Context: an optimization exercise on an open-source flow, tuned for small area, a short achievable clock period and few clock cycles per item. The choices shown serve that exercise and are no tape-out recipe. Only simulation tests tie the RTL to the original design; equivalence was not proved. The clock port is modelled as an ideal driver, which makes a skipped or thinned clock tree look cheaper than it is; a real chip needs a root buffer or a tree.

## SquareRoot
module SquareRoot(
    input clk,
    input rst,
    input in_valid,
    input [31:0] floating_point_in,
    output out_valid,
    output [31:0] result
);
    reg [4:0] v;
    always @(posedge clk) begin
        if (rst) v <= 5'd0;
        else v <= {v[3:0], in_valid};
    end
    assign out_valid = v[4];
    wire [31:0] x_x = floating_point_in;
    reg [31:0] x_x_q;
    always @(posedge clk) begin
        x_x_q <= x_x;
    end
    wire sign = x_x_q[31];
    wire [7:0] expo = x_x_q[30:23];
    wire [22:0] mant = x_x_q[22:0];
    wire e_ff = (expo == 8'hFF);
    wire m_z = (mant == 23'd0);
    wire e_z = (expo == 8'h00);
    wire is_zero = e_z & m_z;
    wire kill = e_ff | is_zero | sign;
    wire qnan = e_ff ? (~m_z | sign) : ~is_zero;
    wire [8:0] exp_sum = {1'b0, expo} + 9'd127;
    wire [7:0] eo = kill ? (is_zero ? 8'h00 : 8'hFF) : exp_sum[8:1];
    wire [17:0] ar0;
    sqrt_s1 u1(.m(mant), .ar(ar0));
    wire [7:0] eo_a = eo;
    wire [0:0] e0_a = kill ? qnan : expo[0];
    wire [17:0] ar_a = ar0;
    wire [5:0] ix_a = mant[22:17];
    reg [7:0] eo_a_q;
    reg [0:0] e0_a_q;
    reg [17:0] ar_a_q;
    reg [5:0] ix_a_q;
    always @(posedge clk) begin
        eo_a_q <= eo_a;
        e0_a_q <= e0_a;
        ar_a_q <= ar_a;
        ix_a_q <= ix_a;
    end
    wire [16:0] d0;
    sqrt_s2 u2(.ar(ar_a_q), .d(d0));
    wire [25:0] mp0;
    sqrt_mpt ut(.idx(ix_a_q), .mp(mp0));
    wire [7:0] eo_b = eo_a_q;
    wire [0:0] e0_b = e0_a_q;
    wire [16:0] d_b = d0;
    wire [25:0] mp_b = mp0;
    reg [7:0] eo_b_q;
    reg [0:0] e0_b_q;
    reg [16:0] d_b_q;
    reg [25:0] mp_b_q;
    always @(posedge clk) begin
        eo_b_q <= eo_b;
        e0_b_q <= e0_b;
        d_b_q <= d_b;
        mp_b_q <= mp_b;
    end
    wire [21:0] g0;
    sqrt_s3 u3(.mp(mp_b_q), .d(d_b_q), .g(g0));
    wire [7:0] eo_c = eo_b_q;
    wire [0:0] e0_c = e0_b_q;
    wire [21:0] g_c = g0;
    reg [7:0] eo_c_q;
    reg [0:0] e0_c_q;
  ...
==> flow/config.mk <==
export PLATFORM = sky130hd
export DESIGN_NAME = SquareRoot
export DESIGN_NICKNAME = SquareRoot
export VERILOG_FILES = /design/flow/design.v
export SDC_FILE = /design/flow/constraint.sdc
export NUM_CORES = 4
export LEC_CHECK = 0
export CAP_MARGIN = 20
export CORE_MARGIN = 2
export CORE_UTILIZATION = 40
export SLEW_MARGIN = 20
export SYNTH_HIERARCHICAL = 1
export SYNTH_MINIMUM_KEEP_SIZE = 0
==> flow/constraint.sdc <==
create_clock -name core_clock -period 35.0 [get_ports {clk}]
set_input_delay 7.0000 -clock core_clock [delete_from_list [all_inputs] [get_ports {clk}]]
set_output_delay 7.0000 -clock core_clock [all_outputs]
set_load 0.01 [all_outputs]
standard.sh (not shown) runs the stock make flow with config.mk's settings and CLKGATE_MAP_FILE= SYNTH_SCRIPT=/design/flow/synth_recipe.tcl, a recipe that flattens the netlist after the stock synthesis.
==> flow/flow/run.sh <==
#!/bin/bash
# The standard layout, except:
#  - port buffers use buf_1 instead of the clkdlybuf4s50_1 that buffer_ports picks by default,
#    and the output port buffers are then swapped to buf_2 (in flow/mycts.tcl);
#  - the clock tree has two levels: the clock port drives four clkbuf_16, which drive sixteen
#    leaf clkbuf_16 near the register clusters (flow/mycts.tcl, sourced as ORFS's PRE_CTS_TCL hook,
#    stands in for TritonCTS). The rest of ORFS's CTS step (legalisation, repair) runs as usual.
set -euo pipefail
export BUFFER_PORTS_ARGS="-buffer_cell sky130_fd_sc_hd__buf_1"
export PRE_CTS_TCL="$(pwd)/flow/mycts.tcl"
bash standard.sh synth > synth.log 2>&1
bash standard.sh > layout.log 2>&1
==> flow/flow/mycts.tcl <==
# PRE_CTS hook: replaces TritonCTS with a two-level clock tree. The clock port drives four
# clkbuf_16; each drives the leaf clkbuf_16 of nearby register clusters (k-means on the placed
# register positions), so no single buffer has to span the die.
proc mycts_kmeans {xs ys k} {
  set n [llength $xs]
  set order [lsort -real -indices $xs]
  set cx {}; set cy {}
  for {set j 0} {$j < $k} {incr j} {
    set i [lindex $order [expr {int(($j + 0.5) * $n / $k)}]]
    lappend cx [lindex $xs $i]; lappend cy [lindex $ys $i]
  }
  set asg [lrepeat $n 0]
  for {set iter 0} {$iter < 100} {incr iter} {
    for {set i 0} {$i < $n} {incr i} {
      set best 0; set bd 1e30
      for {set j 0} {$j < $k} {incr j} {
        set d [expr {abs([lindex $xs $i] - [lindex $cx $j]) + abs([lindex $ys $i] - [lindex $cy $j])}]
        if {$d < $bd} { set bd $d; set best $j }
      }
      lset asg $i $best
    }
    for {set j 0} {$j < $k} {incr j} {
      set sx 0; set sy 0; set c 0
      for {set i 0} {$i < $n} {incr i} {
        if {[lindex $asg $i] == $j} { set sx [expr {$sx + [lindex $xs $i]}]; set sy [expr {$sy + [lindex $ys $i]}]; incr c }
      }
      if {$c > 0} { lset cx $j [expr {$sx / $c}]; lset cy $j [expr {$sy / $c}] }
    }
  }
  return [list $asg $cx $cy]
}

proc mycts_buffer {block master name innet x y} {
  set inst [odb::dbInst_create $block $master $name]
  set net [odb::dbNet_create $block "net_$name"]
  $net setSigType CLOCK
  [$inst findITerm A] connect $innet
  [$inst findITerm X] connect $net
  $inst setLocation [expr {int($x)}] [expr {int($y)}]
  $inst setPlacementStatus PLACED
  return $net
}

proc clock_tree_synthesis {args} {
  # output port buffers: buf_2 instead of buf_1 (0.01 pF port load)
  set b2 [[ord::get_db] findMaster sky130_fd_sc_hd__buf_2]
  foreach inst [[ord::get_db_block] getInsts] {
    if {[string match "output*" [$inst getName]] && [[$inst getMaster] getName] eq "sky130_fd_sc_hd__buf_1"} {
      $inst swapMaster $b2
    }
  }
  set n1 4
  set n2 16
  set block [ord::get_db_block]
  set clk [$block findNet clk]
  $clk setSigType CLOCK
  set master [[ord::get_db] findMaster sky130_fd_sc_hd__clkbuf_16]
  set sinks {}
  foreach it [$clk getITerms] {
    if {[$it isInputSignal]} { lappend sinks $it }
  }
  set xs {}; set ys {}
  foreach it $sinks {
    set bb [[$it getInst] getBBox]
    lappend xs [expr {([$bb xMin] + [$bb xMax]) / 2.0}]
    lappend ys [expr {([$bb yMin] + [$bb yMax]) / 2.0}]
  }
  lassign [mycts_kmeans $xs $ys $n2] asg2 cx2 cy2
  lassign [mycts_kmeans $cx2 $cy2 $n1] asg1 cx1 cy1
  puts "mycts: [llength $sinks] clock sinks, $n1 + $n2 buffers"
  for {set a 0} {$a < $n1} {incr a} {
    set net1 [mycts_buffer $block $master "clkbuf_my1_$a" $clk [lindex $cx1 $a] [lindex $cy1 $a]]
    for {set b 0} {$b < $n2} {incr b} {
      if {[lindex $asg1 $b] != $a} continue
      set net2 [mycts_buffer $block $master "clkbuf_my2_$b" $net1 [lindex $cx2 $b] [lindex $cy2 $b]]
      set c 0
      for {set i 0} {$i < [llength $sinks]} {incr i} {
        if {[lindex $asg2 $i] == $b} {
          set it [lindex $sinks $i]
          $it disconnect
          $it connect $net2
          incr c
        }
      }
      puts "mycts: leaf $b under $a drives $c sinks"
    }
  }
}
Testbench counts at the start, summed over its fixed seeds: cycles 16,040, items 16,000.
Rerun with:
--- a/flow/flow/run.sh
+++ b/flow/flow/run.sh
@@ -2,4 +2,3 @@
 # The standard layout, except:
-#  - port buffers use buf_1 instead of the clkdlybuf4s50_1 that buffer_ports picks by default,
-#    and the output port buffers are then swapped to buf_2 (in flow/mycts.tcl);
+#  - port buffers use buf_1 instead of the clkdlybuf4s50_1 that buffer_ports picks by default;
 #  - the clock tree has two levels: the clock port drives four clkbuf_16, which drive sixteen
--- a/flow/flow/mycts.tcl
+++ b/flow/flow/mycts.tcl
@@ -44,9 +44,2 @@
 proc clock_tree_synthesis {args} {
-  # output port buffers: buf_2 instead of buf_1 (0.01 pF port load)
-  set b2 [[ord::get_db] findMaster sky130_fd_sc_hd__buf_2]
-  foreach inst [[ord::get_db_block] getInsts] {
-    if {[string match "output*" [$inst getName]] && [[$inst getMaster] getName] eq "sky130_fd_sc_hd__buf_1"} {
-      $inst swapMaster $b2
-    }
-  }
   set n1 4
After rerunning: Core utilization is about the same. Critical path depth is unchanged. First-iteration DRC count falls by about 0.37%. Synthesized cell count does not change. Design area barely changes. Die area is unchanged. Global-route usage is about the same. Routed wire length stays flat. Sequential share of layout area is about the same. Worst setup slack gets worse by 0.033 ns.
Rerun with:
--- a/flow/flow/run.sh
+++ b/flow/flow/run.sh
@@ -2,3 +2,4 @@
 # The standard layout, except:
-#  - port buffers use buf_1 instead of the clkdlybuf4s50_1 that buffer_ports picks by default;
+#  - port buffers use buf_1 instead of the clkdlybuf4s50_1 that buffer_ports picks by default,
+#    and the output port buffers are then swapped to buf_2 (in flow/mycts.tcl);
 #  - the clock tree has two levels: the clock port drives four clkbuf_16, which drive sixteen
--- a/flow/flow/mycts.tcl
+++ b/flow/flow/mycts.tcl
@@ -44,2 +44,9 @@
 proc clock_tree_synthesis {args} {
+  # output port buffers: buf_2 instead of buf_1 (0.01 pF port load)
+  set b2 [[ord::get_db] findMaster sky130_fd_sc_hd__buf_2]
+  foreach inst [[ord::get_db_block] getInsts] {
+    if {[string match "output*" [$inst getName]] && [[$inst getMaster] getName] eq "sky130_fd_sc_hd__buf_1"} {
+      $inst swapMaster $b2
+    }
+  }
   set n1 4
--- a/flow/config.mk
+++ b/flow/config.mk
@@ -9,3 +9,3 @@
 export CORE_MARGIN = 2
-export CORE_UTILIZATION = 40
+export CORE_UTILIZATION = 60
 export SLEW_MARGIN = 20
Effect:
- The new run went through all stages and came out clean
- critical path depth stays the same
- sequential share of layout area came out higher by 0.16 points
- synthesized area stays the same
- die area came out lower by 33%
- final cell count came out lower by 8.8%
In every run of this note, the design's own scripts or RTL, not TritonCTS, make the clock network.

[afterwards: timing with drivers on the ports]
Ports are ideal in the flow. The routed layouts listed here were re-timed in OpenROAD. Step 1: set_driving_cell puts a clkbuf_16 on clk and a buf_2 on each other input, an assumption about the parent block. Step 2 moves the port delays by t, midway between the first and last clock arrival at a register: inputs arrive t later, outputs are due t later. That takes back most of the time a late clock gives input paths. Three values: no drivers, after step 1, after step 2; two values: the first two.
run | t (ns) | setup WS [ns] | hold WS [ns] | worst register clock-pin slew, ns | worst slew at a driven data input, ns
the first run | 0.418 | 27.225 / 27.104 / 27.523 | 0.300 / 0.300 / 0.300 | 0.08 / 0.08 | 0.06
the second run | 0.418 | 27.192 / 27.071 / 27.489 | 0.300 / 0.300 / 0.300 | 0.09 / 0.09 | 0.06
the third run | 0.411 | 27.258 / 27.138 / 27.389 | 0.309 / 0.309 / 0.309 | 0.08 / 0.08 | 0.03
After both steps every run listed still meets setup and hold.
